Context: an optimization exercise on an open-source flow, tuned for small area. The choices shown serve that exercise and are no tape-out recipe.
The RTL was checked by simulation tests, not by an equivalence proof against the original design.
Power figures rest on the tool's default switching activity, not on a simulated workload.

## flow/design.v

```verilog
`timescale 1ns / 1ps
module clk_div(
    input  CLK,
    input  RST,
    input  [3:0] BAUD,
    output TICK
    );
    reg [18:0] cnt;
    wire baud_dflt = (BAUD == 4'd5) | (BAUD >= 4'd10);
    assign TICK =
      ((BAUD == 4'd0) & cnt[2] & cnt[4] & cnt[9] & cnt[10] & cnt[12] & cnt[16] & cnt[18]) |
      ((BAUD == 4'd1) & cnt[1] & cnt[3] & cnt[8] & cnt[9] & cnt[11] & cnt[15] & cnt[17]) |
      ((BAUD == 4'd2) & cnt[2] & cnt[7] & cnt[8] & cnt[10] & cnt[14] & cnt[16]) |
      ((BAUD == 4'd3) & cnt[1] & cnt[6] & cnt[7] & cnt[9] & cnt[13] & cnt[15]) |
      ((BAUD == 4'd4) & cnt[5] & cnt[6] & cnt[8] & cnt[12] & cnt[14]) |
      (baud_dflt & cnt[4] & cnt[5] & cnt[7] & cnt[11] & cnt[13]) |
      ((BAUD == 4'd6) & cnt[0] & cnt[1] & cnt[2] & cnt[4] & cnt[6] & cnt[10] & cnt[12]) |
      ((BAUD == 4'd7) & cnt[0] & cnt[1] & cnt[3] & cnt[5] & cnt[9] & cnt[11]) |
      ((BAUD == 4'd8) & cnt[0] & cnt[1] & cnt[2] & cnt[6] & cnt[7] & cnt[9] & cnt[10]) |
      ((BAUD == 4'd9) & cnt[0] & cnt[1] & cnt[5] & cnt[6] & cnt[8] & cnt[9]);
    always @(posedge CLK) begin
      if (RST | TICK)
        cnt <= 19'd0;
      else
        cnt <= cnt + 19'd1;
    end
endmodule
`timescale 1ns / 1ps
module memory;
endmodule
`timescale 1ns / 1ps
module circular_buff;
endmodule
`timescale 1ns / 1ps
module uart_tx(
  input        CLK,
  input        RST,
  input        TICK,
  input        EN,
  input        WRITE,
  input  [7:0] WRDATA,
  output       ISFULL,
  output       TX
);
  reg [63:0] slots;
  reg [3:0]  cnt;
  reg [8:0]  sr;
  reg        tx_reg;
  wire       idle  = (sr == 9'd0);
  wire       pop   = TICK & idle & EN & (cnt != 4'd0);
  wire       push  = WRITE & (~cnt[3] | pop);
  reg  [7:0] hdata;
  integer    j;
  always @(*) begin
    hdata = 8'd0;
    for (j = 0; j < 8; j = j + 1)
      hdata = hdata | ({8{cnt[2:0] == ((j + 1) & 7)}} & slots[j*8 +: 8]);
  end
  always @(posedge CLK) begin
    if (push)
      slots <= {slots[55:0], WRDATA};
  end
  always @(posedge CLK) begin
    if (RST)
      cnt <= 4'd0;
    else if (push & ~pop)
      cnt <= cnt + 4'd1;
    else if (pop & ~push)
      cnt <= cnt - 4'd1;
  end
  always @(posedge CLK) begin
    if (RST) begin
      sr     <= 9'd0;
      tx_reg <= 1'b1;
    end
    else if (TICK) begin
      tx_reg <= pop ? 1'b0 : (idle | sr[0]);
      sr     <= pop ? {1'b1, hdata} : {1'b0, sr[8:1]};
    end
  end
  assign ISFULL = cnt[3];
  assign TX     = tx_reg;
endmodule
`timescale 1ns / 1ps
module uart_rx(
  input        CLK,
  input        RST,
  input        TICK,
  input        EN,
  input        RX,
  input        READ,
  output [7:0] RDDATA,
  output       DATARDY
);
  reg [63:0] slots;
  reg [3:0]  k;
  reg [3:0]  st;      
  wire       recv   = (st != 4'd0);
  wire       start  = TICK & ~recv & EN & ~RX & ~k[3];
  wire       sample = TICK & recv & (st != 4'd9);
  wire       rdy    = (k != 4'd0) & ~((k == 4'd1) & recv);
  wire       pop    = READ & rdy;
  reg  [7:0] head;
  integer    j;
  always @(*) begin
    head = 8'd0;
    for (j = 0; j < 8; j = j + 1)
      head = head | ({8{k[2:0] == ((j + 1) & 7)}} & slots[j*8 +: 8]);
  end
  always @(posedge CLK) begin
    if (start)
      slots[63:8] <= slots[55:0];
    if (start | sample)
      slots[7:0] <= {RX, slots[7:1]};
  end
  always @(posedge CLK) begin
    if (RST)
      k <= 4'd0;
    else if (start & ~pop)
      k <= k + 4'd1;
    else if (pop & ~start)
      k <= k - 4'd1;
  end
  always @(posedge CLK) begin
    if (RST)
      st <= 4'd0;
    else if (TICK) begin
      if (st == 4'd9)
        st <= 4'd0;
      else if (recv | start)
        st <= st + 4'd1;
    end
  end
  assign RDDATA  = head;
  assign DATARDY = rdy;
endmodule
`timescale 1ns / 1ps
module uart_ctrl(
    input CLK,
    input RST,
    input EN,
    input [3:0] BAUD,
    input TXEN,
    input RXEN,
    output TX,
    input RX,
    input WRITE,
    input [7:0] WRDATA,
    output ISFULL,
    input READ,
    output [7:0] RDDATA,
    output DATARDY
    );
    wire tick;
    clk_div clk_div_inst(
      .CLK(CLK),
      .RST(RST),
      .BAUD(BAUD),
      .TICK(tick)
    );
    uart_tx tx(
      .CLK(CLK),
      .RST(RST),
      .TICK(tick),
      .EN(EN & TXEN),
      .WRITE(WRITE),
      .WRDATA(WRDATA),
      .ISFULL(ISFULL),
      .TX(TX)
    );
    uart_rx rx(
      .CLK(CLK),
      .RST(RST),
      .TICK(tick),
      .EN(EN & RXEN),
      .RX(RX),
      .READ(READ),
      .RDDATA(RDDATA),
      .DATARDY(DATARDY)
    );
endmodule
```

## flow/run.sh

```bash
#!/bin/bash
# synth_recipe.tcl (not shown) runs the flow's synth.tcl, then flattens the netlist and writes it again
# the make line also repeats each setting of config.mk as NAME=value (left out here)
make -C /OpenROAD-flow-scripts/flow DESIGN_CONFIG=/design/flow/config.mk WORK_HOME=/design/flow/orfs CLKGATE_MAP_FILE= SYNTH_SCRIPT=/design/flow/synth_recipe.tcl finish
```

## flow/config.mk

```make
export PLATFORM = sky130hd
export DESIGN_NAME = uart_ctrl
export DESIGN_NICKNAME = uart_ctrl
export VERILOG_FILES = /design/flow/design.v
export SDC_FILE = /design/flow/constraint.sdc
export NUM_CORES = 4
export LEC_CHECK = 0
export CAP_MARGIN = 20
export CORE_MARGIN = 2
export CORE_UTILIZATION = 65
export CTS_BUF_LIST = sky130_fd_sc_hd__clkbuf_2 sky130_fd_sc_hd__clkbuf_4 sky130_fd_sc_hd__clkbuf_8
export PLACE_DENSITY = 0.8
export SLEW_MARGIN = 20
```

## flow/constraint.sdc

```tcl
create_clock -name core_clock -period 10.0 [get_ports {CLK}]
set_input_delay 2.0000 -clock core_clock [delete_from_list [all_inputs] [get_ports {CLK}]]
set_output_delay 2.0000 -clock core_clock [all_outputs]
set_load 0.01 [all_outputs]
```

==> flow_metrics.tcl, run 1 <==
set metrics [dict create \
    antenna-diode-count 0 \
    synth_edf_count 128 \
    tritoncts "yes" \
    drt_pass1_iterations 6 \
    grt_usage_pct 23.2 \
    flow.area_growth_from_synthesis_pct 12.3 \
    synth.yosys.warnings 3 \
    detail_route.wirelength_um 12500 \
    p_leak_nw 2.67 \
    std_cell_rows 37 \
    die_height_um 108 \
    regToRegStartpoint "clk_div_inst.cnt[6]$_SDFF_PP0_" \
    die_x_um 108 \
    globalRoute.totalOverflow 0 \
    run_status "finished clean" \
    clk_pin_slew_ps 90 \
    hold_ws_ps 448 \
    synth_compound_gate_area_share_pct 7.96 \
    async_s_r_ff_share_synth_pct 0 \
    fraction_of_the_mapped_netlist_area_in_adder_cells_pct 2.42 \
    cts.htree.levels 4 \
    synth_top_family_by_area "simple AND/OR/NAND/NOR gates" \
    antenna_left 0 \
    ioPinCount 31 \
    fin_total_pwr_mw 1.88 \
    clock_sinks 169 \
    clock_tree.buffer_depth 2 \
    routabilityCongestion 0.869 \
    post_dp_hpwl_um 7950 \
    root_buffer "sky130_fd_sc_hd__clkbuf_8" \
    cts_inserted_buffers 17 \
    synth.distinct_cells 56 \
    vias_per_cell 6.32 \
    syn_inst 472 \
    yosysTopAreaCell "sky130_fd_sc_hd__edfxtp_1" \
    count_of_cells_resized_by_post_cts_repair 0 \
    timing.final.hold_violations 0 \
    mapped_area_sq_um 7020 \
    slew_violations 0 \
    holdCritStartpoint "tx.slots[49]$_DFFE_PP_" \
    die-area_sq_um 11700 \
    synth_top_cell_area_share_pct 54.7 \
    grt_antenna_before_repair 0 \
    relSlewSlack_pct 40.1 \
    yosys_register_bits 169 \
    synth.top_cells.by_area "sky130_fd_sc_hd__edfxtp_1 55%, sky130_fd_sc_hd__dfxtp_1 12%, sky130_fd_sc_hd__mux4_2 4.5%, sky130_fd_sc_hd__mux2i_1 3.3%, sky130_fd_sc_hd__ha_1 2.1%" \
    ys_dominant_reg_cell "sky130_fd_sc_hd__edfxtp_1" \
    cp_max_fo 24 \
    vias 4105 \
    drive_above_1_share_pct 13.6 \
    avgSynthCellArea_sq_um 14.9 \
    initial_utilization_pct 67.4 \
    critical_path.startpoint "BAUD[0]" \
    count_of_buffers_inserted_at_the_top_level_ports 30 \
    initialDrtViolationCount 338 \
    power-per-cell-area_nw_per_um2 239 \
    final_common_cell "sky130_fd_sc_hd__edfxtp_1" \
    max-vdd-ir-drop_mv 0.215 \
    timing.final.crit_period_ps 5390 \
    num-nets-final 534 \
    grt_first_pass_wirelength_um 20100 \
    clock_skew_ps 9.06 \
    fin_setup_tns_ps 0 \
    wl_per_cell_um 19.2 \
    worst_setup_path_start_kind "input pin" \
    critical_path_class "in -> reg" \
    synthMuxAreaShare_pct 7.77 \
    postSynthNetCount 505 \
    synth_simple_gate_area_share_pct 10.0 \
    first_global_vias 4143 \
    xor_xnor_cell_area_share_of_the_yosys_netlist_pct 2.87 \
    remaining_drc_errors 0 \
    required_time_worst_endpoint_ps 10370 \
    coreArea_sq_um 10400 \
    layout_top_registers "rx.slots (64), tx.slots (64), clk_div_inst.cnt (19)" \
    setup_repair_after_global_routing_missed_its_margin "false" \
    worstMarginPinSlew_ps 895 \
    worstHoldPathType "reg -> reg" \
    most_frequent_cells_in_the_layout "128 x sky130_fd_sc_hd__edfxtp_1, 41 x sky130_fd_sc_hd__dfxtp_1, 36 x sky130_fd_sc_hd__nor2_1" \
    clock_latency_ps 460 \
    max-cap-violations 0 \
    min_period_over_period_pct 53.9 \
    endpoints_failing_setup 0 \
    postCtsHoldBufs 0 \
    post_cts_buffers 0 \
    grt_start_max_net_pins 65 \
    fmax_mhz 186 \
    synth_seq_area_share_pct 66.4 \
    critical_path_arrival_ps 5770 \
    setup.worst_path.end_class "flip-flop" \
]
worst max-delay path: stages:
cell	delay [ps]
sky130_fd_sc_hd__clkdlybuf4s50_1	620
sky130_fd_sc_hd__and3b_1	240
sky130_fd_sc_hd__and3_1	160
sky130_fd_sc_hd__a32oi_1	190
sky130_fd_sc_hd__nand4_2	600
sky130_fd_sc_hd__nand2_1	380
sky130_fd_sc_hd__a21boi_4	90
sky130_fd_sc_hd__ha_1	230
sky130_fd_sc_hd__inv_1	110
sky130_fd_sc_hd__ha_1	240
sky130_fd_sc_hd__a21o_1	180
sky130_fd_sc_hd__a21oi_1	160
sky130_fd_sc_hd__xnor2_1	90
sky130_fd_sc_hd__or3_1	310
sky130_fd_sc_hd__a21oi_1	150
path summary, 6_finish.rpt:
path	endpoint	slack, ps	depth (start not counted)
setup / recovery	tx.cnt[3]$_SDFFE_PP0P_	4610	15
hold / removal	tx.slots[57]$_DFFE_PP_	450	0
setup reg to reg	tx.cnt[3]$_SDFFE_PP0P_	6350	14
hold reg to reg	tx.slots[57]$_DFFE_PP_	450	0
report_power, final:
group | leakage (nW) | total (mW) | switching, mW | internal (mW)
logic | 0.914 | 0.436 | 0.220 | 0.216
clock network | 0.233 | 0.570 | 0.247 | 0.323
registers | 1.53 | 0.877 | 0.0451 | 0.832
total | 2.67 | 1.88 | 0.512 | 1.37
metrics by stage:
stage / cell area, sq um / setup WS [ps] / utilization (%) / std cells
6_report: 7890 / 4610 / 75.7 / 650
5_1_grt: 7890 / 4350 / 75.7 / 650
4_1_cts: 7890 / 4680 / 75.7 / 650
3_5_place_dp: 7410 / 4160 / 71.1 / 618
3_3_place_gp: 7410 / 4330 / 71.1 / 618
2_1_floorplan: 7020 / 1890 / - / 472
cell usage after synthesis (4+ instances only):
| master | number |
|---|---|
| sky130_fd_sc_hd__a21oi_1 | 13 |
| sky130_fd_sc_hd__dfxtp_1 | 41 |
| sky130_fd_sc_hd__o21ai_0 | 9 |
| sky130_fd_sc_hd__inv_1 | 11 |
| sky130_fd_sc_hd__edfxtp_1 | 128 |
| sky130_fd_sc_hd__o21bai_1 | 6 |
| sky130_fd_sc_hd__nand2_1 | 11 |
| sky130_fd_sc_hd__and3_1 | 7 |
| sky130_fd_sc_hd__nand4_1 | 10 |
| sky130_fd_sc_hd__mux4_2 | 14 |
| sky130_fd_sc_hd__buf_2 | 9 |
| sky130_fd_sc_hd__nor3_1 | 4 |
| sky130_fd_sc_hd__ha_1 | 12 |
| sky130_fd_sc_hd__xnor2_1 | 11 |
| sky130_fd_sc_hd__xor2_1 | 12 |
| sky130_fd_sc_hd__nor2_1 | 36 |
| sky130_fd_sc_hd__nor2_4 | 8 |
| sky130_fd_sc_hd__nand3_1 | 15 |
| sky130_fd_sc_hd__mux2i_1 | 23 |
| sky130_fd_sc_hd__a221o_1 | 7 |
| sky130_fd_sc_hd__a222oi_1 | 14 |
| sky130_fd_sc_hd__clkbuf_1 | 12 |
cell families after synthesis:
family	count (synthesis)
DFF	169
and+or+nand+nor	121
AOI/OAI and AO/OA	72
buffers and inverters	37
muxes	37
xor gates and xnor gates	23
adders and majority gates	13
routing by layer:
metal | global-route usage, % | vias to the layer above | share of wire [%]
met5 | 0 | - | 0
met4 | 9.25 | 0 | 1.5
met3 | 6.81 | 16 | 4.7
met2 | 36.7 | 114 | 49
met1 | 30.6 | 2067 | 44
li1 | - | 1908 | -
area by class of cell:
class	instances	area, sq um
fill	659	2530
inverter	13	48.8
clock buffer	17	234
tap	136	170
clock inverter	15	248
timing repair buffer	34	330
multi-input combinational	266	2190
sequential	169	4660
==> inputs of run 2 (changes only) <==
--- a/flow/config.mk
+++ b/flow/config.mk
@@ -8,6 +8,8 @@
 export CAP_MARGIN = 20
 export CORE_MARGIN = 2
 export CORE_UTILIZATION = 65
-export CTS_BUF_LIST = sky130_fd_sc_hd__clkbuf_2 sky130_fd_sc_hd__clkbuf_4 sky130_fd_sc_hd__clkbuf_8
+export CTS_BUF_LIST = sky130_fd_sc_hd__clkbuf_8
+export CTS_CLUSTER_DIAMETER = 100
+export CTS_CLUSTER_SIZE = 30
 export PLACE_DENSITY = 0.8
 export SLEW_MARGIN = 20
==> flow_metrics.tcl, run 2 <==
set metrics [dict create \
    initialDrtViolationCount 338 \
    globalRoute.totalOverflow 0 \
    cts.htree.levels 4 \
    timing.final.hold_violations 0 \
    detail_route.wirelength_um 12500 \
    run_status "finished clean" \
    yosysMostFrequentCell "sky130_fd_sc_hd__edfxtp_1" \
    die-area_sq_um 11700 \
    fin_setup_tns_ps 0 \
    tritoncts "yes" \
    timing.hold.worst_endpoint "tx.slots[57]$_DFFE_PP_" \
    synth_edf_count 128 \
    yosysTopAreaCell "sky130_fd_sc_hd__edfxtp_1" \
    max-cap-violations 0 \
    ys_dominant_reg_cell "sky130_fd_sc_hd__edfxtp_1" \
    count_of_cells_resized_by_post_cts_repair 0 \
    worst_slack_ps 4610 \
    critical_path_arrival_ps 5770 \
    slew_violations 0 \
    synth.distinct_cells 56 \
    setup_repair_after_global_routing_missed_its_margin "false" \
    regToRegStartpoint "clk_div_inst.cnt[6]$_SDFF_PP0_" \
    postPlaceCellArea_sq_um 7410 \
    max-vdd-ir-drop_mv 0.215 \
    synth.top_cells.by_area "sky130_fd_sc_hd__edfxtp_1 55%, sky130_fd_sc_hd__dfxtp_1 12%, sky130_fd_sc_hd__mux4_2 4.5%, sky130_fd_sc_hd__mux2i_1 3.3%, sky130_fd_sc_hd__ha_1 2.1%" \
    postCtsHoldBufs 0 \
    drt_pass1_iterations 6 \
    synth_seq_area_share_pct 66.4 \
    most_frequent_cells_in_the_layout "128 x sky130_fd_sc_hd__edfxtp_1, 41 x sky130_fd_sc_hd__dfxtp_1, 36 x sky130_fd_sc_hd__nor2_1" \
    die_height_um 108 \
    die_x_um 108 \
    relSlewSlack_pct 40.1 \
    timing.final.crit_period_ps 5390 \
    root_buffer "sky130_fd_sc_hd__clkbuf_8" \
    stdcell_area_sq_um 7890 \
    worstHoldPathType "reg -> reg" \
    initial_utilization_pct 67.4 \
    finalNonFillerCells 650 \
    num-nets-final 534 \
    vias 4105 \
    wl_per_cell_um 19.2 \
    drive_above_1_share_pct 13.6 \
    clock_sinks 169 \
    post_dp_hpwl_um 7950 \
    worstMarginPinSlew_ps 895 \
    grt_first_pass_wirelength_um 20100 \
    min_delay_path_depth 0 \
    clock_skew_ps 9.06 \
    routabilityCongestion 0.869 \
    vias_per_cell 6.32 \
    holdCritStartpoint "tx.slots[49]$_DFFE_PP_" \
    final_common_cell "sky130_fd_sc_hd__edfxtp_1" \
    place_inst 618 \
    layout_top_registers "rx.slots (64), tx.slots (64), clk_div_inst.cnt (19)" \
    power-per-cell-area_nw_per_um2 239 \
    grt_usage_pct 23.2 \
    count_of_buffers_inserted_at_the_top_level_ports 30 \
    endpoints_failing_setup 0 \
    first_global_vias 4143 \
    clk_pin_slew_ps 90 \
    fillCellCount 659 \
    flow.area_growth_from_synthesis_pct 12.3 \
    r2r-end "tx.cnt[3]$_SDFFE_PP0P_" \
    hold_ws_ps 448 \
    multi_input_comb_area_sq_um 2190 \
    critical_path_class "in -> reg" \
    std_cell_rows 37 \
    required_time_worst_endpoint_ps 10370 \
    min_period_over_period_pct 53.9 \
    p_leak_nw 2.67 \
    syn_inst 472 \
    placement.setup.worst_slack_ps 4160 \
    coreArea_sq_um 10400 \
    cp_max_fo 24 \
    antenna_left 0 \
    async_s_r_ff_share_synth_pct 0 \
    worst_setup_path_start_kind "input pin" \
    avgSynthCellArea_sq_um 14.9 \
    cts_inserted_buffers 17 \
    grt_antenna_before_repair 0 \
    fmax_mhz 186 \
    clock_tree.buffer_depth 2 \
    ioPinCount 31 \
    postSynthNetCount 505 \
    post_cts_buffers 0 \
    yosys_register_bits 169 \
    mapped_area_sq_um 7020 \
    clock_latency_ps 460 \
    synth.yosys.warnings 3 \
    synth_top_cells_by_count "128 x sky130_fd_sc_hd__edfxtp_1, 41 x sky130_fd_sc_hd__dfxtp_1, 36 x sky130_fd_sc_hd__nor2_1, 23 x sky130_fd_sc_hd__mux2i_1, 15 x sky130_fd_sc_hd__nand3_1" \
    ff2ff_setup_slack_ps 6350 \
    synth_top_cell_area_share_pct 54.7 \
    remaining_drc_errors 0 \
    antenna-diode-count 0 \
    r2r_cells 14 \
    grt_start_max_net_pins 65 \
    setup.worst_path.end_class "flip-flop" \
    final-seq-area_sq_um 4660 \
]
==> run 2: cell counts in the layout (fill, tap and decap cells not counted) <==
No cell type changed its count.
==> run 2: power by group <==
group,internal [mW],total (mW),leakage [nW],switching (mW)
sequential,0.832,0.877,1.53,0.0451
clock,0.323,0.570,0.233,0.247
combinational,0.216,0.436,0.914,0.220
total,1.37,1.88,2.67,0.512
==> run 2: cells by family (layout without fill, tap and decap cells) <==
group                    Yosys count  count (layout)  synth area share, %
flip-flops                       169             169                 66.4
AND/OR/NAND/NOR                  121             121                 10.0
AO/OA/AOI/OAI                     72              72                 7.96
multiplexers                      37              37                 7.77
buffers and inverters             37              79                 2.53
XOR/XNOR                          23              23                 2.87
adder cells (fa/ha/maj)           13              13                 2.42
==> run 2: stage by stage <==
stage / util [%] / power [mW]
2_1_floorplan: - / 1.18
3_3_place_gp: 71.1 / 1.31
3_5_place_dp: 71.1 / 1.33
4_1_cts: 75.7 / 1.90
5_1_grt: 75.7 / 1.97
6_report: 75.7 / 1.88
==> run 2: final cells by class <==
cell class              count  share of cell area, %
well taps                 136                   2.16
clock buffers              17                   2.97
multi-input cells         266                   27.8
flip-flops and latches    169                   59.1
repair buffers             34                   4.19
inverters                  13                  0.619
clock inverters            15                   3.14
==> run 2: worst max path at each step <==
stage | depth (start not counted) | endpoint | startpoint
2_1_floorplan | 16 | tx.cnt[3]$_SDFFE_PP0P_ | BAUD[1]
5_1_grt | 13 | rx.k[3]$_SDFFE_PP0P_ | BAUD[1]
3_5_place_dp | 15 | tx.cnt[3]$_SDFFE_PP0P_ | BAUD[1]
4_1_cts | 15 | tx.cnt[3]$_SDFFE_PP0P_ | BAUD[0]
3_3_place_gp | 15 | tx.cnt[3]$_SDFFE_PP0P_ | BAUD[1]
6_report | 15 | tx.cnt[3]$_SDFFE_PP0P_ | BAUD[0]
==> run 2: worst max-delay path, cell delays in order <==
cell	delay, ps
sky130_fd_sc_hd__clkdlybuf4s50_1	620
sky130_fd_sc_hd__and3b_1	240
sky130_fd_sc_hd__and3_1	160
sky130_fd_sc_hd__a32oi_1	190
sky130_fd_sc_hd__nand4_2	600
sky130_fd_sc_hd__nand2_1	380
sky130_fd_sc_hd__a21boi_4	90
sky130_fd_sc_hd__ha_1	230
sky130_fd_sc_hd__inv_1	110
sky130_fd_sc_hd__ha_1	240
sky130_fd_sc_hd__a21o_1	180
sky130_fd_sc_hd__a21oi_1	160
sky130_fd_sc_hd__xnor2_1	90
sky130_fd_sc_hd__or3_1	310
sky130_fd_sc_hd__a21oi_1	150
==> run 2: per-layer routing <==
| layer | vias up | part of all wire, % | GRT usage [%] |
|---|---|---|---|
| met5 | - | 0 | 0 |
| met4 | 0 | 1.5 | 9.25 |
| met3 | 16 | 4.7 | 6.81 |
| met2 | 114 | 49 | 36.7 |
| met1 | 2067 | 44 | 30.6 |
| li1 | 1908 | - | - |
==> inputs of run 3 (changes only) <==
==> flow/config.mk (replaced) <==
export PLATFORM = sky130hd
export DESIGN_NAME = uart_ctrl
export DESIGN_NICKNAME = uart_ctrl
export VERILOG_FILES = /design/flow/design.v
export SDC_FILE = /design/flow/constraint.sdc
export NUM_CORES = 4
export LEC_CHECK = 0
export CAP_MARGIN = 20
export CORE_MARGIN = 2
export CORE_UTILIZATION = 40
export SLEW_MARGIN = 20
==> flow_metrics.tcl, run 3 <==
set metrics [dict create \
    synth_compound_gate_area_share_pct 7.96 \
    num-nets-final 534 \
    synth.distinct_cells 56 \
    fillCellCount 1485 \
    clock_skew_ps 10.9 \
    cells_traversed_along_the_worst_timing_path "clkdlybuf4s50_1 -> nor4bb_4 -> and4_1 -> o2111ai_1 -> nand4_2 -> nand2_1 -> a21boi_4 -> ha_1 -> inv_1 -> ha_1 -> a21o_1 -> a21oi_1 -> xnor2_1 -> or3_1 -> a21oi_1" \
    fmax_mhz 183 \
    wl_per_cell_um 17.1 \
    count_of_buffers_inserted_at_the_top_level_ports 30 \
    vias_per_cell 5.49 \
    detail_route.wirelength_um 12600 \
    max-vdd-ir-drop_mv 0.141 \
    coreArea_sq_um 17200 \
    vias 4058 \
    mapped_area_sq_um 7020 \
    worst_setup_path_start_kind "input pin" \
    initialDrtViolationCount 346 \
    ys_dominant_reg_cell "sky130_fd_sc_hd__edfxtp_1" \
    place_inst 707 \
    synth.yosys.warnings 3 \
    min_period_over_period_pct 54.6 \
    synth_top_cell_area_share_pct 54.7 \
    postSynthNetCount 505 \
    post_dp_hpwl_um 7820 \
    antenna-diode-count 0 \
    hold_ws_ps 449 \
    clock_sinks 169 \
    drive_above_1_share_pct 13.2 \
    std_cell_rows 48 \
    timing.final.hold_violations 0 \
    required_time_worst_endpoint_ps 10330 \
    clock_tree.buffer_depth 2 \
    clk_pin_slew_ps 60 \
    most_frequent_cells_in_the_layout "128 x sky130_fd_sc_hd__edfxtp_1, 41 x sky130_fd_sc_hd__dfxtp_1, 36 x sky130_fd_sc_hd__nor2_1" \
    tritoncts "yes" \
    worstMarginPinSlew_ps 910 \
    relSlewSlack_pct 39.1 \
    synth_seq_area_share_pct 66.4 \
    r2r-end "tx.cnt[3]$_SDFFE_PP0P_" \
    routabilityCongestion 0.868 \
    net-switching-power_mw 0.533 \
    critical_path_arrival_ps 5780 \
    holdCritStartpoint "tx.slots[38]$_DFFE_PP_" \
    finalNonFillerCells 739 \
    r2r_cells 14 \
    first_global_vias 4013 \
    timing.hold.worst_endpoint "tx.slots[46]$_DFFE_PP_" \
    cts.htree.levels 4 \
    worstHoldPathType "reg -> reg" \
    grt_first_pass_wirelength_um 21100 \
    root_buffer "sky130_fd_sc_hd__clkbuf_16" \
    synth_simple_gate_area_share_pct 10.0 \
    critical_path_class "in -> reg" \
    cts_inserted_buffers 17 \
    ioPinCount 31 \
    layout_top_registers "rx.slots (64), tx.slots (64), clk_div_inst.cnt (19)" \
    stdcell_area_sq_um 8100 \
    cp_max_fo 24 \
    synth_top_family_by_area "simple AND/OR/NAND/NOR gates" \
    placement.setup.worst_slack_ps 4140 \
    drt_pass1_iterations 6 \
    worst_slack_ps 4540 \
    run_status "finished clean" \
    grt_usage_pct 14.6 \
    fin_setup_tns_ps 0 \
    globalRoute.totalOverflow 0 \
    flow.area_growth_from_synthesis_pct 15.3 \
    xor_xnor_cell_area_share_of_the_yosys_netlist_pct 2.87 \
    synth_top_cells_by_count "128 x sky130_fd_sc_hd__edfxtp_1, 41 x sky130_fd_sc_hd__dfxtp_1, 36 x sky130_fd_sc_hd__nor2_1, 23 x sky130_fd_sc_hd__mux2i_1, 15 x sky130_fd_sc_hd__nand3_1" \
    endpoints_failing_setup 0 \
    count_of_cells_resized_by_post_cts_repair 0 \
    yosysTopAreaCell "sky130_fd_sc_hd__edfxtp_1" \
    regToRegStartpoint "clk_div_inst.cnt[6]$_SDFF_PP0_" \
    antenna_left 0 \
    grt_start_max_net_pins 65 \
    fraction_of_the_mapped_netlist_area_in_adder_cells_pct 2.42 \
    initial_utilization_pct 40.7 \
    switching_power_as_a_share_of_total_power_pct 27.3 \
    syn_inst 472 \
    die-area_sq_um 18600 \
    clock_latency_ps 420 \
    critPathSlowestCell "sky130_fd_sc_hd__clkdlybuf4s50_1" \
    synth.top_cells.by_area "sky130_fd_sc_hd__edfxtp_1 55%, sky130_fd_sc_hd__dfxtp_1 12%, sky130_fd_sc_hd__mux4_2 4.5%, sky130_fd_sc_hd__mux2i_1 3.3%, sky130_fd_sc_hd__ha_1 2.1%" \
    crit_path_max_incr_delay_ps 670 \
    avgSynthCellArea_sq_um 14.9 \
    p_int_mw 1.42 \
    timing.final.crit_period_ps 5460 \
    synth_edf_count 128 \
    postPlaceCellArea_sq_um 7520 \
    slew_violations 0 \
    min_delay_path_depth 0 \
    final_common_cell "sky130_fd_sc_hd__edfxtp_1" \
    remaining_drc_errors 0 \
    postCtsHoldBufs 0 \
    async_s_r_ff_share_synth_pct 0 \
    ff2ff_setup_slack_ps 6350 \
    post_cts_buffers 0 \
    setup_repair_after_global_routing_missed_its_margin "false" \
    synthMuxAreaShare_pct 7.77 \
    power_frac_seq_pct 45.0 \
    die_x_um 137 \
    clockPowerShare_pct 32.7 \
    power-per-cell-area_nw_per_um2 241 \
    pwr-share-comb_pct 22.3 \
    p_leak_nw 2.72 \
    yosys_register_bits 169 \
    yosysMostFrequentCell "sky130_fd_sc_hd__edfxtp_1" \
    grt_antenna_before_repair 0 \
    max-cap-violations 0 \
    setup.worst_path.end_class "flip-flop" \
    die_height_um 137 \
]
-- run 3: routing by layer --
layer	part of all wire, %	vias to the layer above	wire [um]	track usage [%]
met1	48	2036	6050	20.0
met5	0	-	0	0
met2	47	98	5940	22.2
li1	-	1912	-	-
met3	3.7	12	469	4.07
met4	1.4	0	182	5.67
-- run 3: stage by stage --
step / util (%) / total power [mW]
after floorplan: - / 1.18
after global placement: 43.6 / 1.32
final: 47.0 / 1.95
after CTS: 47.0 / 1.98
after global routing: 47.0 / 2.05
after detailed placement: 43.6 / 1.33
-- run 3: final cells by class --
type	count	area (sq um)	area share, %
sequential	169	4660	57.6
multi-input combinational	266	2190	27.1
clock buffer	19	433	5.35
timing repair buffer	34	330	4.08
tap	225	282	3.48
clock inverter	13	144	1.78
inverter	13	48.8	0.603
-- run 3: power groups by stage --
stage,combinational [mW],clock [mW],sequential [mW]
floorplan,0.305,0,0.878
global placement,0.434,0,0.888
detailed placement,0.440,0,0.892
CTS,0.441,0.657,0.879
global route,0.480,0.687,0.887
finish,0.435,0.639,0.879
-- run 3: worst max path at each step --
stage                  from                endpoint  slack (ps)
finish              BAUD[1]  tx.cnt[3]$_SDFFE_PP0P_        4540
global route        BAUD[1]  tx.cnt[3]$_SDFFE_PP0P_        4250
CTS                 BAUD[1]  tx.cnt[3]$_SDFFE_PP0P_        4580
detailed placement  BAUD[1]  tx.cnt[3]$_SDFFE_PP0P_        4140
global placement    BAUD[1]  tx.cnt[3]$_SDFFE_PP0P_        4280
floorplan           BAUD[1]  tx.cnt[3]$_SDFFE_PP0P_        1890
-- run 3: logic make-up (layout without fill, tap and decap cells) --
group / Yosys count / count (layout)
multiplexers: 37 / 37
buffers and inverters: 37 / 79
AND/OR/NAND/NOR: 121 / 121
adder cells (fa/ha/maj): 13 / 13
flip-flops: 169 / 169
AO/OA/AOI/OAI: 72 / 72
XOR/XNOR: 23 / 23
-- run 3: worst max-delay path, delay by kind of cell --
family	cells	cell delay, ps
buffers and inverters	2	790
AOI/OAI and AO/OA	5	810
and+or+nand+nor	5	1590
xor gates and xnor gates	1	100
adders and majority gates	2	480
==> inputs of run 4 (changes only) <==
==> flow/flow/run.sh (new file) <==
#!/bin/bash
# Layout flow: the standard ORFS flow, with three changes that only save cell
# area: an area-oriented ABC mapping script in synthesis (registers are left as
# the standard synthesis makes them), the smallest buffer on the ports, and a
# clock tree of clkbuf_8 without dummy balancing loads.
set -euo pipefail
W=$(pwd)
F=$W/flow

rm -rf "$W/scripts_area"
cp -r "$FLOW_HOME/scripts" "$W/scripts_area"
cp "$F/abc_area.script" "$W/scripts_area/abc_speed.script"

bash standard.sh synth SCRIPTS_DIR="$W/scripts_area" > "$W/synth.log" 2>&1
bash standard.sh place \
  BUFFER_PORTS_ARGS="-buffer_cell sky130_fd_sc_hd__buf_1" > "$W/place.log" 2>&1
bash standard.sh cts \
  CTS_ARGS="-sink_clustering_enable -repair_clock_nets -dont_use_dummy_load -buf_list sky130_fd_sc_hd__clkbuf_8" \
  > "$W/cts.log" 2>&1
bash standard.sh finish > "$W/finish.log" 2>&1
==> flow/flow/abc_area.script (new file) <==
&get -n
&st
&dch
&nf -a
&st
&dch
&nf -a
&put
==> flow/standard.sh (new file) <==
#!/bin/bash
# synth_recipe.tcl (not shown) runs the flow's synth.tcl, then flattens the netlist and writes it again
# the make line also repeats each setting of config.mk as NAME=value (left out here)
make -C /OpenROAD-flow-scripts/flow DESIGN_CONFIG=/design/flow/config.mk WORK_HOME=/design/flow/orfs CLKGATE_MAP_FILE= SYNTH_SCRIPT=/design/flow/synth_recipe.tcl "${@:-finish}"
removed: flow/run.sh
==> flow_metrics.tcl, run 4 <==
set metrics [dict create \
    std_cell_rows 46 \
    required_time_worst_endpoint_ps 10370 \
    regToRegStartpoint "clk_div_inst.cnt[9]$_SDFF_PP0_" \
    grt_first_pass_wirelength_um 21900 \
    finalNonFillerCells 726 \
    synth_edf_count 128 \
    globalRoute.totalOverflow 0 \
    yosys_register_bits 169 \
    die-area_sq_um 17500 \
    count_of_buffers_inserted_at_the_top_level_ports 30 \
    met3_usage_in_global_routing_pct 5.07 \
    clk_pin_slew_ps 90 \
    p_leak_nw 2.30 \
    most_frequent_cells_in_the_layout "128 x sky130_fd_sc_hd__edfxtp_1, 41 x sky130_fd_sc_hd__dfxtp_1, 30 x sky130_fd_sc_hd__buf_1" \
    cts.htree.levels 4 \
    fin_setup_tns_ps 0 \
    worstMarginPinSlew_ps 964 \
    synth_top_cell_area_share_pct 58.4 \
    antenna_left 0 \
    layout_top_registers "rx.slots (64), tx.slots (64), clk_div_inst.cnt (19)" \
    avgSynthCellArea_sq_um 14.4 \
    post_cts_buffers 0 \
    clock_skew_ps 35.7 \
    postSynthNetCount 489 \
    die_x_um 132 \
    slew_violations 0 \
    cp_max_fo 65 \
    detail_route.wirelength_um 13700 \
    first_global_vias 3986 \
    die_height_um 132 \
    flow.area_growth_from_synthesis_pct 10.4 \
    grtUsageMet2_pct 23.0 \
    holdCritStartpoint "tx.slots[10]$_DFFE_PP_" \
    async_s_r_ff_share_synth_pct 0 \
    initial_utilization_pct 41.1 \
    place_inst 708 \
    relSlewSlack_pct 35.6 \
    max-vdd-ir-drop_mv 0.0965 \
    yosysTopAreaCell "sky130_fd_sc_hd__edfxtp_1" \
    worstHoldPathType "reg -> reg" \
    max-cap-violations 0 \
    critical_path_class "in -> reg" \
    root_buffer "sky130_fd_sc_hd__clkbuf_8" \
    fmax_mhz 182 \
    synth_seq_area_share_pct 70.8 \
    clock_latency_ps 460 \
    syn_inst 456 \
    synth.distinct_cells 45 \
    setup_repair_after_global_routing_missed_its_margin "false" \
    ioPinCount 31 \
    clock_sinks 169 \
    coreArea_sq_um 16000 \
    wl_per_cell_um 18.9 \
    post_dp_hpwl_um 8550 \
    drt_pass1_iterations 5 \
    synth.yosys.warnings 3 \
    vias 4270 \
    remaining_drc_errors 0 \
    drive_above_1_share_pct 5.10 \
    final_common_cell "sky130_fd_sc_hd__edfxtp_1" \
    groute.layer.met1.usage_pct 23.6 \
    cts_inserted_buffers 17 \
    synth.top_cells.by_area "sky130_fd_sc_hd__edfxtp_1 58%, sky130_fd_sc_hd__dfxtp_1 12%, sky130_fd_sc_hd__a222oi_1 4.0%, sky130_fd_sc_hd__ha_1 2.3%, sky130_fd_sc_hd__nand3_1 2.0%" \
    critical_path.startpoint "BAUD[1]" \
    endpoints_failing_setup 0 \
    yosysMostFrequentCell "sky130_fd_sc_hd__edfxtp_1" \
    clock_tree.buffer_depth 2 \
    grt_most_used_layer "met1" \
    timing.final.hold_violations 0 \
    num-nets-final 545 \
    postCtsHoldBufs 0 \
    antenna-diode-count 0 \
    timing.final.crit_period_ps 5480 \
    setup.worst_path.end_class "flip-flop" \
    routabilityCongestion 0.892 \
    ys_dominant_reg_cell "sky130_fd_sc_hd__edfxtp_1" \
    grt_usage_pct 16.1 \
    count_of_cells_resized_by_post_cts_repair 0 \
    power-per-cell-area_nw_per_um2 207 \
    finalCoreUtilization_pct 45.4 \
    min_period_over_period_pct 54.8 \
    worst_setup_path_start_kind "input pin" \
    synth_top_cells_by_count "128 x sky130_fd_sc_hd__edfxtp_1, 41 x sky130_fd_sc_hd__dfxtp_1, 26 x sky130_fd_sc_hd__a222oi_1, 26 x sky130_fd_sc_hd__nand3_1" \
    initialDrtViolationCount 460 \
    critical_path_arrival_ps 5850 \
    vias_per_cell 5.88 \
    grt_antenna_before_repair 0 \
    tritoncts "yes" \
    run_status "finished clean" \
    mapped_area_sq_um 6580 \
    grt_start_max_net_pins 66 \
]
run 4: power by group:
part | leakage, nW | switching [mW] | total (mW) | internal, mW
Sequential | 1.52 | 0.0372 | 0.841 | 0.804
Combinational | 0.654 | 0.191 | 0.305 | 0.114
Clock | 0.122 | 0.212 | 0.362 | 0.150
run 4: final cells by class:
class                           instances  area, sq um
Clock buffer                           17          234
Inverter                               11         41.3
Timing Repair Buffer                   37          169
Multi-Input combinational cell        276         1890
Fill cell                            1471         8730
Sequential cell                       169         4660
Tap cell                              216          270
run 4: cell families (layout without fill, tap and decap cells):
| logic type | after synthesis | count (layout) | share of synthesized area (%) |
|---|---|---|---|
| flops | 169 | 169 | 70.8 |
| simple gates | 146 | 146 | 12.0 |
| compound gates | 111 | 111 | 13.2 |
| fa+ha+maj | 13 | 13 | 2.58 |
| buf+inv | 11 | 65 | 0.627 |
| xor+xnor | 6 | 6 | 0.798 |
run 4: metal layers:
layer  vias up  wire [um]
met5         -          0
met4         0        185
met3        21        883
met2       148       6090
met1      2131       6570
li1       1970          -
run 4: worst paths after layout:
kind / to / slack (ps) / cells after the start
max: tx.cnt[3]$_SDFFE_PP0P_ / 4520 / 17
max reg2reg: tx.cnt[3]$_SDFFE_PP0P_ / 5800 / 16
min: tx.slots[18]$_DFFE_PP_ / 430 / 0
min reg2reg: tx.slots[18]$_DFFE_PP_ / 430 / 0
run 4: worst max-delay path: stages:
cell and delay, ps:
sky130_fd_sc_hd__buf_1 140, sky130_fd_sc_hd__nand4bb_1 260, sky130_fd_sc_hd__nor4_1 390, sky130_fd_sc_hd__nor4_1 100, sky130_fd_sc_hd__nand4_1 370, sky130_fd_sc_hd__nand2_1 230
sky130_fd_sc_hd__a21boi_4 180, sky130_fd_sc_hd__buf_4 630, sky130_fd_sc_hd__ha_1 300, sky130_fd_sc_hd__clkinv_1 130, sky130_fd_sc_hd__ha_1 300, sky130_fd_sc_hd__a21o_1 180
sky130_fd_sc_hd__a21oi_1 170, sky130_fd_sc_hd__o21ai_0 90, sky130_fd_sc_hd__a21oi_1 170, sky130_fd_sc_hd__o21bai_1 80, sky130_fd_sc_hd__a21oi_1 110
run 4: metrics by stage:
step	setup slack [ps]	instance area, sq um	total power [mW]	hold slack (ps)
floorplan	378	6580	1.05	425
global placement	4360	7020	1.15	428
detailed placement	4120	7020	1.16	432
CTS	4580	7260	1.52	431
global route	4000	7270	1.59	433
finish	4520	7270	1.51	426
==> inputs of run 5 (changes only) <==
--- a/flow/design.v
+++ b/flow/design.v
@@ -5,25 +5,28 @@
     input  [3:0] BAUD,
     output TICK
     );
-    reg [18:0] cnt;
+    reg [18:0] s;
+    reg        tick_r;
     wire baud_dflt = (BAUD == 4'd5) | (BAUD >= 4'd10);
-    assign TICK =
-      ((BAUD == 4'd0) & cnt[2] & cnt[4] & cnt[9] & cnt[10] & cnt[12] & cnt[16] & cnt[18]) |
-      ((BAUD == 4'd1) & cnt[1] & cnt[3] & cnt[8] & cnt[9] & cnt[11] & cnt[15] & cnt[17]) |
-      ((BAUD == 4'd2) & cnt[2] & cnt[7] & cnt[8] & cnt[10] & cnt[14] & cnt[16]) |
-      ((BAUD == 4'd3) & cnt[1] & cnt[6] & cnt[7] & cnt[9] & cnt[13] & cnt[15]) |
-      ((BAUD == 4'd4) & cnt[5] & cnt[6] & cnt[8] & cnt[12] & cnt[14]) |
-      (baud_dflt & cnt[4] & cnt[5] & cnt[7] & cnt[11] & cnt[13]) |
-      ((BAUD == 4'd6) & cnt[0] & cnt[1] & cnt[2] & cnt[4] & cnt[6] & cnt[10] & cnt[12]) |
-      ((BAUD == 4'd7) & cnt[0] & cnt[1] & cnt[3] & cnt[5] & cnt[9] & cnt[11]) |
-      ((BAUD == 4'd8) & cnt[0] & cnt[1] & cnt[2] & cnt[6] & cnt[7] & cnt[9] & cnt[10]) |
-      ((BAUD == 4'd9) & cnt[0] & cnt[1] & cnt[5] & cnt[6] & cnt[8] & cnt[9]);
+    wire pre =
+      ((BAUD == 4'd0) & ~s[0] & ~s[1] & ~s[3] & ~s[4] & s[5] & ~s[6] & s[7] & ~s[8] & s[9] & s[10] & s[11] & s[12] & s[14] & s[15] & ~s[17] & ~s[18]) |
+      ((BAUD == 4'd1) & s[1] & s[2] & s[3] & ~s[4] & s[5] & s[6] & ~s[8] & s[9] & s[10] & ~s[12] & ~s[14] & ~s[15] & ~s[16] & s[17] & ~s[18]) |
+      ((BAUD == 4'd2) & s[0] & s[1] & ~s[2] & s[4] & ~s[5] & s[6] & ~s[7] & ~s[8] & ~s[9] & s[10] & ~s[11] & ~s[13] & ~s[15] & s[16]) |
+      ((BAUD == 4'd3) & s[1] & ~s[2] & s[3] & ~s[4] & ~s[5] & s[7] & s[8] & ~s[9] & ~s[10] & s[12] & s[13] & s[16] & s[18]) |
+      ((BAUD == 4'd4) & ~s[2] & ~s[3] & s[4] & s[5] & s[6] & s[7] & ~s[8] & ~s[9] & s[11] & s[12] & s[16] & s[17]) |
+      (baud_dflt & ~s[1] & s[2] & s[5] & ~s[8] & ~s[9] & s[11] & ~s[12] & ~s[15] & s[16] & s[17] & s[18]) |
+      ((BAUD == 4'd6) & s[0] & s[1] & ~s[2] & ~s[7] & s[8] & s[12] & ~s[14] & s[16] & s[17] & s[18]) |
+      ((BAUD == 4'd7) & s[0] & s[2] & ~s[4] & ~s[7] & ~s[9] & s[10] & s[13] & s[14] & s[18]) |
+      ((BAUD == 4'd8) & ~s[3] & s[9] & s[10] & ~s[11] & ~s[14] & ~s[15] & ~s[16] & s[17]) |
+      ((BAUD == 4'd9) & ~s[2] & ~s[5] & ~s[9] & ~s[11] & ~s[12] & s[17] & ~s[18]);
     always @(posedge CLK) begin
-      if (RST | TICK)
-        cnt <= 19'd0;
+      tick_r <= ~RST & ~tick_r & pre;
+      if (RST | tick_r)
+        s <= 19'd0;
       else
-        cnt <= cnt + 19'd1;
+        s <= {s[17:0], ~(s[18] ^ s[17] ^ s[16] ^ s[13])};
     end
+    assign TICK = tick_r;
 endmodule
 `timescale 1ns / 1ps
 module memory;
@@ -49,6 +52,12 @@
   wire       idle  = (sr == 9'd0);
   wire       pop   = TICK & idle & EN & (cnt != 4'd0);
   wire       push  = WRITE & (~cnt[3] | pop);
+  wire       inc = push & ~pop;
+  wire       dec = pop & ~push;
+  wire [3:0] tgl = {(inc & (&cnt[2:0])) | (dec & ~(|cnt[2:0])),
+                    (inc & (&cnt[1:0])) | (dec & ~(|cnt[1:0])),
+                    (inc & cnt[0]) | (dec & ~cnt[0]),
+                    inc | dec};
   reg  [7:0] hdata;
   integer    j;
   always @(*) begin
@@ -63,10 +72,8 @@
   always @(posedge CLK) begin
     if (RST)
       cnt <= 4'd0;
-    else if (push & ~pop)
-      cnt <= cnt + 4'd1;
-    else if (pop & ~push)
-      cnt <= cnt - 4'd1;
+    else
+      cnt <= cnt ^ tgl;
   end
   always @(posedge CLK) begin
     if (RST) begin
@@ -100,6 +107,12 @@
   wire       sample = TICK & recv & (st != 4'd9);
   wire       rdy    = (k != 4'd0) & ~((k == 4'd1) & recv);
   wire       pop    = READ & rdy;
+  wire       inc = start & ~pop;
+  wire       dec = pop & ~start;
+  wire [3:0] tgl = {(inc & (&k[2:0])) | (dec & ~(|k[2:0])),
+                    (inc & (&k[1:0])) | (dec & ~(|k[1:0])),
+                    (inc & k[0]) | (dec & ~k[0]),
+                    inc | dec};
   reg  [7:0] head;
   integer    j;
   always @(*) begin
@@ -116,10 +129,8 @@
   always @(posedge CLK) begin
     if (RST)
       k <= 4'd0;
-    else if (start & ~pop)
-      k <= k + 4'd1;
-    else if (pop & ~start)
-      k <= k - 4'd1;
+    else
+      k <= k ^ tgl;
   end
   always @(posedge CLK) begin
     if (RST)
--- a/flow/config.mk
+++ b/flow/config.mk
@@ -7,5 +7,6 @@
 export LEC_CHECK = 0
 export CAP_MARGIN = 20
 export CORE_MARGIN = 2
-export CORE_UTILIZATION = 40
+export CORE_UTILIZATION = 70
+export PLACE_DENSITY = 0.85
 export SLEW_MARGIN = 20
==> flow_metrics.tcl, run 5 <==
set metrics [dict create \
    yosysMostFrequentCell "sky130_fd_sc_hd__edfxtp_1" \
    r2r-end "tx.cnt[3]$_SDFF_PP0_" \
    num-nets-final 512 \
    finalNonFillerCells 594 \
    wl_per_cell_um 21.5 \
    initialDrtViolationCount 573 \
    flow.area_growth_from_synthesis_pct 8.41 \
    grt_usage_pct 27.1 \
    place_inst 577 \
    most_frequent_cells_in_the_layout "128 x sky130_fd_sc_hd__edfxtp_1, 42 x sky130_fd_sc_hd__dfxtp_1, 33 x sky130_fd_sc_hd__nand2_1" \
    clock_tree.buffer_depth 2 \
    cp_max_fo 9 \
    cells_traversed_along_the_worst_timing_path "clkinv_1 -> nor3_1 -> a222oi_1 -> nand3_1 -> buf_1" \
    detail_route.wirelength_um 12700 \
    die-area_sq_um 9920 \
    slew_violations 0 \
    die_height_um 99.6 \
    stdcell_area_sq_um 6940 \
    worstMarginPinSlew_ps 1130 \
    tritoncts "yes" \
    ff2ff_setup_slack_ps 6650 \
    remaining_drc_errors 0 \
    antenna-diode-count 0 \
    clock_skew_ps 26.8 \
    vias_per_cell 6.95 \
    synth_top_cell_area_share_pct 60.1 \
    required_time_worst_endpoint_ps 8000 \
    p_leak_nw 2.27 \
    count_of_cells_resized_by_post_cts_repair 0 \
    worst_setup_path_start_kind "flip-flop" \
    first_global_vias 3904 \
    cts_inserted_buffers 17 \
    setup_repair_after_global_routing_missed_its_margin "false" \
    synth.yosys.warnings 3 \
    synth.top_cells.by_area "sky130_fd_sc_hd__edfxtp_1 60%, sky130_fd_sc_hd__dfxtp_1 13%, sky130_fd_sc_hd__a222oi_1 3.6%, sky130_fd_sc_hd__and2_0 2.0%, sky130_fd_sc_hd__nand2_1 1.9%" \
    capture_point_of_the_worst_path "RDDATA[3]" \
    fin_total_pwr_mw 1.35 \
    critical_path_class "reg -> out" \
    count_of_buffers_inserted_at_the_top_level_ports 30 \
    yosysTopAreaCell "sky130_fd_sc_hd__edfxtp_1" \
    critPathSlowestCell "sky130_fd_sc_hd__nor3_1" \
    std_cell_rows 34 \
    critical_path.startpoint "rx.k[0]$_SDFF_PP0_" \
    postSynthNetCount 457 \
    run_status "finished clean" \
    regToRegStartpoint "tx.sr[0]$_SDFFE_PP0P_" \
    async_s_r_ff_share_synth_pct 0 \
    fin_setup_tns_ps 0 \
    antenna_left 0 \
    post_dp_hpwl_um 8250 \
    drive_above_1_share_pct 5.56 \
    grt_first_pass_wirelength_um 20200 \
    layout_top_registers "rx.slots (64), tx.slots (64), clk_div_inst.s (19)" \
    cell_depth_of_the_worst_setup_path 5 \
    final_common_cell "sky130_fd_sc_hd__edfxtp_1" \
    max-vdd-ir-drop_mv 0.113 \
    clock_sinks 170 \
    relSlewSlack_pct 24.1 \
    crit_path_max_incr_delay_ps 860 \
    critical_path_arrival_ps 2650 \
    synth_top_cells_by_count "128 x sky130_fd_sc_hd__edfxtp_1, 42 x sky130_fd_sc_hd__dfxtp_1, 33 x sky130_fd_sc_hd__nand2_1, 23 x sky130_fd_sc_hd__a222oi_1, 20 x sky130_fd_sc_hd__and2_0" \
    power-per-cell-area_nw_per_um2 194 \
    initial_utilization_pct 72.6 \
    grt_antenna_before_repair 0 \
    mapped_area_sq_um 6400 \
    grt_start_max_net_pins 66 \
    clock_latency_ps 430 \
    yosys_register_bits 170 \
    endpoints_failing_setup 0 \
    path_delay_family "simple AND/OR/NAND/NOR gates" \
    post_cts_buffers 0 \
    fmax_mhz 215 \
    setup.worst_path.end_class "output port" \
    worst_slack_ps 5350 \
    drt_pass1_iterations 6 \
    postPlaceCellArea_sq_um 6690 \
    placement.setup.worst_slack_ps 5700 \
    worstHoldPathType "reg -> reg" \
    syn_inst 433 \
    synth.distinct_cells 42 \
    vias 4130 \
    routabilityCongestion 0.855 \
    r2r_cells 12 \
    coreArea_sq_um 8810 \
    die_x_um 99.6 \
    globalRoute.totalOverflow 0 \
    fillCellCount 503 \
    clk_pin_slew_ps 80 \
    timing.final.crit_period_ps 4650 \
    cts.htree.levels 4 \
    postCtsHoldBufs 0 \
    synth_seq_area_share_pct 73.2 \
    max-cap-violations 0 \
    avgSynthCellArea_sq_um 14.8 \
    root_buffer "sky130_fd_sc_hd__clkbuf_8" \
    synth_edf_count 128 \
    ys_dominant_reg_cell "sky130_fd_sc_hd__edfxtp_1" \
    ioPinCount 31 \
    critical_path_buf_inv_count 2 \
    timing.final.hold_violations 0 \
    min_period_over_period_pct 46.5 \
]
## run 5: area by class of cell
type,instances,area [sq um],share of cell area (%)
timing repair buffer,36,158,2.27
inverter,9,35.0,0.505
tap,108,135,1.95
sequential,170,4680,67.5
clock buffer,17,234,3.37
multi-input combinational,254,1690,24.4
## run 5: cell families (layout without fill, tap and decap cells)
kind of cell,Yosys count,count (layout),share of synthesized area (%)
AOI/OAI and AO/OA,96,96,11.9
xor gates and xnor gates,3,3,0.411
and+or+nand+nor,150,150,13.0
DFF,170,170,73.2
buffers and inverters,9,62,0.528
adders and majority gates,4,4,0.782
muxes,1,1,0.176
## run 5: routing by layer
metal  GRT usage [%]  part of all wire (%)  vias up
met5               0                     0        -
met3            6.54                   7.9       27
met2            42.6                    50      221
met1            37.1                    41     2011
li1                -                     -     1871
met4            11.0                   2.0        0
## run 5: how the worst min path moves through the flow
stage,from,to,slack [ps],depth (start not counted)
floorplan,tx.sr[0]$_SDFFE_PP0P_,tx.sr[0]$_SDFFE_PP0P_,420,2
global placement,rx.slots[46]$_DFFE_PP_,rx.slots[54]$_DFFE_PP_,430,0
detailed placement,tx.slots[12]$_DFFE_PP_,tx.slots[20]$_DFFE_PP_,430,0
CTS,rx.slots[27]$_DFFE_PP_,rx.slots[35]$_DFFE_PP_,440,0
global route,rx.slots[27]$_DFFE_PP_,rx.slots[35]$_DFFE_PP_,450,0
finish,rx.slots[27]$_DFFE_PP_,rx.slots[35]$_DFFE_PP_,440,0
## run 5: stage by stage
stage,hold WS (ps),utilization [%]
after global routing,446,78.8
after CTS,436,78.6
after global placement,428,76.0
final,436,78.8
after detailed placement,433,76.0
after floorplan,423,-
## run 5: worst reg2reg max path: stages (launching register included)
cell and delay [ps]:
sky130_fd_sc_hd__dfxtp_1 330, sky130_fd_sc_hd__or4_1 530, sky130_fd_sc_hd__nor4_1 420, sky130_fd_sc_hd__o2111ai_1 350, sky130_fd_sc_hd__nand2_1 150, sky130_fd_sc_hd__nand2_1 90
sky130_fd_sc_hd__inv_2 50, sky130_fd_sc_hd__buf_4 590, sky130_fd_sc_hd__ha_1 320, sky130_fd_sc_hd__nand2_1 80, sky130_fd_sc_hd__o21ai_0 150, sky130_fd_sc_hd__o21bai_1 110
sky130_fd_sc_hd__a21oi_1 120
## run 5: power breakdown
group	internal [mW]	total, mW	switching [mW]	leakage (nW)
registers	0.781	0.810	0.0290	1.54
logic	0.0768	0.193	0.116	0.609
clock network	0.150	0.343	0.193	0.122
total	1.01	1.35	0.338	2.27
==> inputs of run 6 (changes only) <==
--- a/flow/config.mk
+++ b/flow/config.mk
@@ -7,6 +7,5 @@
 export LEC_CHECK = 0
 export CAP_MARGIN = 20
 export CORE_MARGIN = 2
-export CORE_UTILIZATION = 70
-export PLACE_DENSITY = 0.85
+export CORE_UTILIZATION = 40
 export SLEW_MARGIN = 20
==> flow_metrics.tcl, run 6 <==
set metrics [dict create \
    postCtsHoldBufs 0 \
    cts_inserted_buffers 17 \
    timing.final.crit_period_ps 4320 \
    clock_tree.buffer_depth 2 \
    clk_pin_slew_ps 80 \
    ioPinCount 31 \
    avgSynthCellArea_sq_um 14.8 \
    drive_above_1_share_pct 6.33 \
    yosysMostFrequentCell "sky130_fd_sc_hd__edfxtp_1" \
    cp_max_fo 9 \
    run_status "finished clean" \
    mapped_area_sq_um 6400 \
    fin_setup_tns_ps 0 \
    std_cell_rows 46 \
    postSynthNetCount 457 \
    num-nets-final 516 \
    power-per-cell-area_nw_per_um2 192 \
    fin_total_pwr_mw 1.36 \
    initial_utilization_pct 40.6 \
    finalNonFillerCells 706 \
    worst_setup_path_start_kind "flip-flop" \
    drt_pass1_iterations 5 \
    clock_sinks 170 \
    post_dp_hpwl_um 8170 \
    antenna_left 0 \
    detail_route.wirelength_um 13000 \
    most_frequent_cells_in_the_layout "128 x sky130_fd_sc_hd__edfxtp_1, 42 x sky130_fd_sc_hd__dfxtp_1, 33 x sky130_fd_sc_hd__nand2_1" \
    synth.top_cells.by_area "sky130_fd_sc_hd__edfxtp_1 60%, sky130_fd_sc_hd__dfxtp_1 13%, sky130_fd_sc_hd__a222oi_1 3.6%, sky130_fd_sc_hd__and2_0 2.0%, sky130_fd_sc_hd__nand2_1 1.9%" \
    fillCellCount 1436 \
    coreArea_sq_um 15800 \
    worstMarginPinSlew_ps 1060 \
    worst_slack_ps 5680 \
    synth_top_cells_by_count "128 x sky130_fd_sc_hd__edfxtp_1, 42 x sky130_fd_sc_hd__dfxtp_1, 33 x sky130_fd_sc_hd__nand2_1, 23 x sky130_fd_sc_hd__a222oi_1, 20 x sky130_fd_sc_hd__and2_0" \
    max-vdd-ir-drop_mv 0.113 \
    antenna-diode-count 0 \
    max-cap-violations 0 \
    synth.yosys.warnings 3 \
    synth_seq_area_share_pct 73.2 \
    syn_inst 433 \
    initialDrtViolationCount 509 \
    async_s_r_ff_share_synth_pct 0 \
    die_height_um 130 \
    root_buffer "sky130_fd_sc_hd__clkbuf_8" \
    setup_repair_after_global_routing_missed_its_margin "false" \
    worstHoldPathType "reg -> reg" \
    grt_usage_pct 16.0 \
    required_time_worst_endpoint_ps 8000 \
    globalRoute.totalOverflow 0 \
    grt_start_max_net_pins 65 \
    die-area_sq_um 17000 \
    p_leak_nw 2.29 \
    synth.distinct_cells 42 \
    vias_per_cell 5.73 \
    routabilityCongestion 0.925 \
    post_cts_buffers 0 \
    vias 4043 \
    tritoncts "yes" \
    yosys_register_bits 170 \
    placement.setup.worst_slack_ps 5640 \
    clock_latency_ps 440 \
    relSlewSlack_pct 29.2 \
    setup.worst_path.end_class "output port" \
    timing.final.hold_violations 0 \
    critical_path_arrival_ps 2320 \
    grt_antenna_before_repair 0 \
    endpoints_failing_setup 0 \
    cts.htree.levels 4 \
    grt_first_pass_wirelength_um 20600 \
    flow.area_growth_from_synthesis_pct 10.9 \
    count_of_cells_resized_by_post_cts_repair 0 \
    min_period_over_period_pct 43.2 \
    count_of_buffers_inserted_at_the_top_level_ports 30 \
    final_common_cell "sky130_fd_sc_hd__edfxtp_1" \
    synth_top_cell_area_share_pct 60.1 \
    hold_ws_ps 448 \
    layout_top_registers "rx.slots (64), tx.slots (64), clk_div_inst.s (19)" \
    ys_dominant_reg_cell "sky130_fd_sc_hd__edfxtp_1" \
    remaining_drc_errors 0 \
    fmax_mhz 231 \
    slew_violations 0 \
    die_x_um 130 \
    first_global_vias 3881 \
    clock_skew_ps 30.1 \
    yosysTopAreaCell "sky130_fd_sc_hd__edfxtp_1" \
    place_inst 689 \
    synth_edf_count 128 \
    wl_per_cell_um 18.4 \
    critical_path_class "reg -> out" \
]
## run 6: power by group
group / switching, mW / internal [mW]
Combinational: 0.120 / 0.0835
Clock: 0.202 / 0.150
Sequential: 0.0275 / 0.781
## run 6: critical path, cell delays in order, from the launching register on
cell and delay, ps:
sky130_fd_sc_hd__dfxtp_1 480, sky130_fd_sc_hd__clkinv_1 230, sky130_fd_sc_hd__and3_1 330, sky130_fd_sc_hd__a22o_1 280
sky130_fd_sc_hd__a221oi_1 310, sky130_fd_sc_hd__nand3_1 120, sky130_fd_sc_hd__buf_1 140
## run 6: logic make-up after synthesis
family,after synthesis,share of synthesized area [%]
DFF,170,73.2
and+or+nand+nor,150,13.0
AOI/OAI and AO/OA,96,11.9
buffers and inverters,9,0.528
adders and majority gates,4,0.782
xor gates and xnor gates,3,0.411
muxes,1,0.176
## run 6: through the flow
step	instance area, sq um	utilization, %
floorplan	6400	-
global placement	6840	43.4
detailed placement	6860	43.5
CTS	7090	45.0
global route	7100	45.0
finish	7100	45.0
## run 6: worst paths after layout
check / start / endpoint / slack [ps] / depth (start not counted)
max reg2reg: tx.sr[0]$_SDFFE_PP0P_ / tx.slots[41]$_DFFE_PP_ / 6960 / 7
min: rx.slots[39]$_DFFE_PP_ / rx.slots[47]$_DFFE_PP_ / 450 / 0
max: rx.k[0]$_SDFF_PP0_ / RDDATA[3] / 5680 / 6
min reg2reg: rx.slots[39]$_DFFE_PP_ / rx.slots[47]$_DFFE_PP_ / 450 / 0
## run 6: final cells by class
class	instances	area (sq um)	area share [%]
Clock buffer	17	234	3.30
Inverter	9	35.0	0.494
Multi-Input combinational cell	254	1690	23.8
Sequential cell	170	4680	66.0
Tap cell	216	270	3.81
Timing Repair Buffer	40	183	2.57
## run 6: per-layer routing
layer | GRT usage, % | wire length (um)
met1 | 21.1 | 5890
met3 | 4.07 | 686
met4 | 5.07 | 192
met5 | 0 | 0
met2 | 26.1 | 6200

[re-timing with driven ports]
No port has a modelled driver above. Below, the same layouts with a new extraction and two added sets of constraints.
Step 1 assumes that a clkbuf_16 drives the clock port and a buf_2 every other input.
Step 2 moves the port delays by t, midway between the first and last clock arrival at a register: inputs arrive t later, outputs are due t later. That takes back most of the time a late clock gives input paths.
Three values: ideal, step 1, step 2; two values: the first two.
run | t (ns) | setup slack, ns | hold WS [ns] | cell pins on the clock port's net
run 1 | 0.488 | 4.609 / 4.619 / 4.131 | 0.448 / 0.448 / 0.448 | 1
run 2 | 0.488 | 4.609 / 4.619 / 4.131 | 0.448 / 0.448 / 0.448 | 1
run 3 | 0.455 | 4.545 / 4.561 / 4.106 | 0.449 / 0.449 / 0.449 | 1
run 4 | 0.475 | 4.516 / 4.529 / 4.054 | 0.426 / 0.426 / 0.426 | 1
run 5 | 0.454 | 5.352 / 5.315 / 5.706 | 0.436 / 0.436 / 0.436 | 1
run 6 | 0.463 | 5.676 / 5.638 / 5.696 | 0.448 / 0.448 / 0.448 | 1
After both steps setup and hold are still met in every run listed.
